Source: an optimization exercise on an open RTL-to-GDS flow (aim: small area, a short achievable clock period and few clock cycles per item). Production flows keep margins and buffers that such runs may drop.
Function was checked by simulation only, so behaviour that the tests miss may differ from the original.

==> flow/design.v <==
module sdiv_unit #(parameter STEP = 4) (
		input clk,
		input rst,
		input [63 : 0] data_in_bus,
		input [1 : 0] valid_in_bus,
		output [1 : 0] ready_in_bus,
		output [31 : 0] data_out_bus,
		output [0 : 0] valid_out_bus,
		input [0 : 0] ready_out_bus
);
	localparam NCH = 32 / STEP;           
	localparam CW = 3;                    
	reg [31:0] ia, ib;
	reg fa, fb;           
	reg rdy_a, rdy_b;     
	reg iter;
	reg [31:0] rem;       
	reg [31:0] aq;        
	reg [31:0] bd;        
	reg [CW-1:0] cnt;     
	reg qneg;
	reg [1:0] nq;         
	reg vout;             
	reg hnz;              
	reg [31:0] odat;      
	assign ready_in_bus = {rdy_b, rdy_a};
	assign valid_out_bus = vout;
	assign data_out_bus = odat;
	function [32:0] bkadd(input [32:0] x, input [32:0] y, input ci);
		reg [32:0] g, p, p0;
		integer d, i;
		begin
			p0 = x ^ y;
			g = x & y;
			p = p0;
			g[0] = g[0] | (p[0] & ci);
			for (d = 1; d < 33; d = d * 2)
				for (i = 2 * d - 1; i < 33; i = i + 2 * d) begin
					g[i] = g[i] | (p[i] & g[i - d]);
					p[i] = p[i] & p[i - d];
				end
			for (d = 16; d >= 1; d = d / 2)
				for (i = 3 * d - 1; i < 33; i = i + 2 * d) begin
					g[i] = g[i] | (p[i] & g[i - d]);
					p[i] = p[i] & p[i - d];
				end
			bkadd = p0 ^ {g[31:0], ci};
		end
	endfunction
	function [31:0] cneg(input [31:0] x, input c);
		reg [31:0] o;
		integer d, i;
		begin
			o = {x[30:0], 1'b0};    
			for (d = 1; d < 32; d = d * 2)
				for (i = 31; i >= d; i = i - 1)
					o[i] = o[i] | o[i - d];
			cneg = x ^ ({32{c}} & o);
		end
	endfunction
	function [5:0] blen(input [31:0] x);
		integer i;
		begin
			blen = 6'd0;
			for (i = 0; i < 32; i = i + 1)
				if (x[i]) blen = i + 1;
		end
	endfunction
	wire aneg = ia[31];
	wire [31:0] absa = cneg(ia, aneg);
	wire [31:0] bx = ib ^ {32{ib[31]}};   
	wire [5:0] la = blen(absa);
	wire [5:0] lb = blen(bx);
	wire qzero = (la < lb);                       
	wire [6:0] nqb = la - lb + 1;                 
	wire [6:0] nqc = (nqb > 32) ? 7'd32 : nqb;
	wire [CW:0] nch = (nqc + STEP - 1) / STEP;    
	wire [CW-1:0] shc = NCH - nch;                
	wire [63:0] fun = {32'd0, absa} << (shc * STEP);
	wire bneg = bd[31];
	reg [31:0] r_i, q_i;
	reg [32:0] t;
	wire [32:0] dneg = {1'b1, bd ^ {32{~bneg}}};    
	integer k;
	always @(*) begin
		r_i = rem;
		q_i = aq;
		for (k = 0; k < STEP; k = k + 1) begin
			t = bkadd({r_i, q_i[31]}, dneg, ~bneg);
			r_i = t[32] ? {r_i[30:0], q_i[31]} : t[31:0];
			q_i = {q_i[30:0], ~t[32]};
		end
	end
	wire take_a = valid_in_bus[0] & rdy_a;
	wire take_b = valid_in_bus[1] & rdy_b;
	wire take_o = vout & ready_out_bus[0];
	wire last = iter & (cnt == 0);
	wire nzw = last & (nq == 2'd0);    
	wire unit_free = ~iter | nzw;
	wire consume = fa & fb & unit_free & (~qzero | (nq != 2'd3));
	wire start = consume & ~qzero;     
	wire zw = consume & qzero;         
	wire fa_n = (fa & ~consume) | take_a;
	wire fb_n = (fb & ~consume) | take_b;
	wire iter_n = start | (iter & ~nzw);
	wire [CW-1:0] cnt_n = start ? nch - 1'b1 : (iter & ~last) ? cnt - 1'b1 : cnt;
	wire [1:0] nq_n = nq - take_o + nzw + zw;
	wire sure_n = (~iter_n & (nq_n != 2'd3)) | (iter_n & (cnt_n == 0) & (nq_n == 2'd0));
	always @(posedge clk, posedge rst)
		if (rst) begin
			fa <= 1'b0;
			fb <= 1'b0;
			rdy_a <= 1'b1;
			rdy_b <= 1'b1;
			iter <= 1'b0;
			nq <= 2'd0;
			vout <= 1'b0;
			hnz <= 1'b0;
		end else begin
			fa <= fa_n;
			fb <= fb_n;
			rdy_a <= ~fa_n | (fb_n & sure_n);
			rdy_b <= ~fb_n | (fa_n & sure_n);
			iter <= iter_n;
			nq <= nq_n;
			vout <= (nq_n != 2'd0);
			hnz <= nzw | (hnz & ~take_o);
		end
	always @(posedge clk) begin
		if (~fa | consume) ia <= data_in_bus[31:0];
		if (~fb | consume) ib <= data_in_bus[63:32];
		cnt <= cnt_n;
		if (start) begin
			qneg <= ia[31] ^ ib[31];
			bd <= ib;
			rem <= fun[63:32];
			aq <= fun[31:0];
		end else if (iter & ~last) begin
			rem <= r_i;
			aq <= q_i;
		end
		if (nzw) odat <= cneg(q_i, qneg);
		else if ((take_o & hnz) | (zw & (nq == 2'd0))) odat <= 32'd0;
	end
endmodule
clock: 110.0 ns
lec_check: 0
cap_margin: 20
core_margin: 2
core_utilization: 65
slew_margin: 20
run.sh (not shown) runs the stock make flow with config.mk's settings and CLKGATE_MAP_FILE= SYNTH_SCRIPT=/design/flow/synth_recipe.tcl, a recipe that flattens the netlist after the stock synthesis.
The baseline went through all stages and came out clean.
Testbench counts at the start, summed over its fixed seeds: cycles 27,293, items 12,000.
Next try:
==> flow/flow/run.sh (new file) <==
#!/bin/bash
# The standard layout (the standard.sh, standard synthesis unchanged), with every port
# buffered by a plain sky130 buf_1 instead of the buffer the resizer picks by default.
set -euo pipefail
bash standard.sh 'BUFFER_PORTS_ARGS=-buffer_cell sky130_fd_sc_hd__buf_1' finish > flow_make.log 2>&1
==> flow/standard.sh (new file) <==
#!/bin/bash
# synth_recipe.tcl (not shown) runs the flow's synth.tcl, then flattens the netlist and writes it again
# the make line also repeats each setting of config.mk as NAME=value (left out here)
make -C /OpenROAD-flow-scripts/flow DESIGN_CONFIG=/design/flow/config.mk WORK_HOME=/design/flow/orfs CLKGATE_MAP_FILE= SYNTH_SCRIPT=/design/flow/synth_recipe.tcl "${@:-finish}"
--- a/flow/config.mk
+++ b/flow/config.mk
@@ -9,3 +9,4 @@
 export CORE_MARGIN = 2
 export CORE_UTILIZATION = 65
+export CTS_BUF_LIST = sky130_fd_sc_hd__clkbuf_4
 export SLEW_MARGIN = 20
removed: flow/run.sh
Global-route usage goes up by 0.15 points.
Setup slack gets better by 420 ps.
Sequential share of layout area goes up by 0.85 points.
Fmax goes up by 1.8%.
Utilization goes down by 2.0 points.
Worst hold slack gets better by 7.7 ps.
Flip-flop and latch count stays the same.
Next try:
--- a/flow/config.mk
+++ b/flow/config.mk
@@ -9,4 +9,3 @@
 export CORE_MARGIN = 2
 export CORE_UTILIZATION = 65
-export CTS_BUF_LIST = sky130_fd_sc_hd__clkbuf_4
 export SLEW_MARGIN = 20
What happened:
- die area stays the same
- critical path depth is unchanged
- clock skew falls by 31 ps
- utilization hardly moves
- wire length barely changes

[static timing again, ports no longer ideal]
The results above use ideal ports. As a check the final layouts listed here were re-extracted and re-timed, cells and wires unchanged.
Step 1: set_driving_cell puts a clkbuf_16 on clk and a buf_2 on each other input, an assumption about the parent block.
Step 2 moves the port delays by t, midway between the first and last clock arrival at a register: inputs arrive t later, outputs are due t later. That takes back most of the time a late clock gives input paths.
Slacks: ideal / step 1 / step 2; pairs: ideal / step 1.
run	t, ns	setup slack, ns	hold WS [ns]	worst slew at a driven data input, ns
the first run	0.577	86.176 / 86.200 / 85.623	0.466 / 0.466 / 0.466	0.04
the second run	0.752	86.596 / 86.567 / 85.867	0.474 / 0.474 / 0.474	0.03
the third run	0.580	86.417 / 86.445 / 85.865	0.478 / 0.478 / 0.478	0.03
After both steps every run listed still meets setup and hold. For the second run, which loses most, drivers alone change the setup slack by -0.029 ns; drivers and shift together by -0.729 ns.
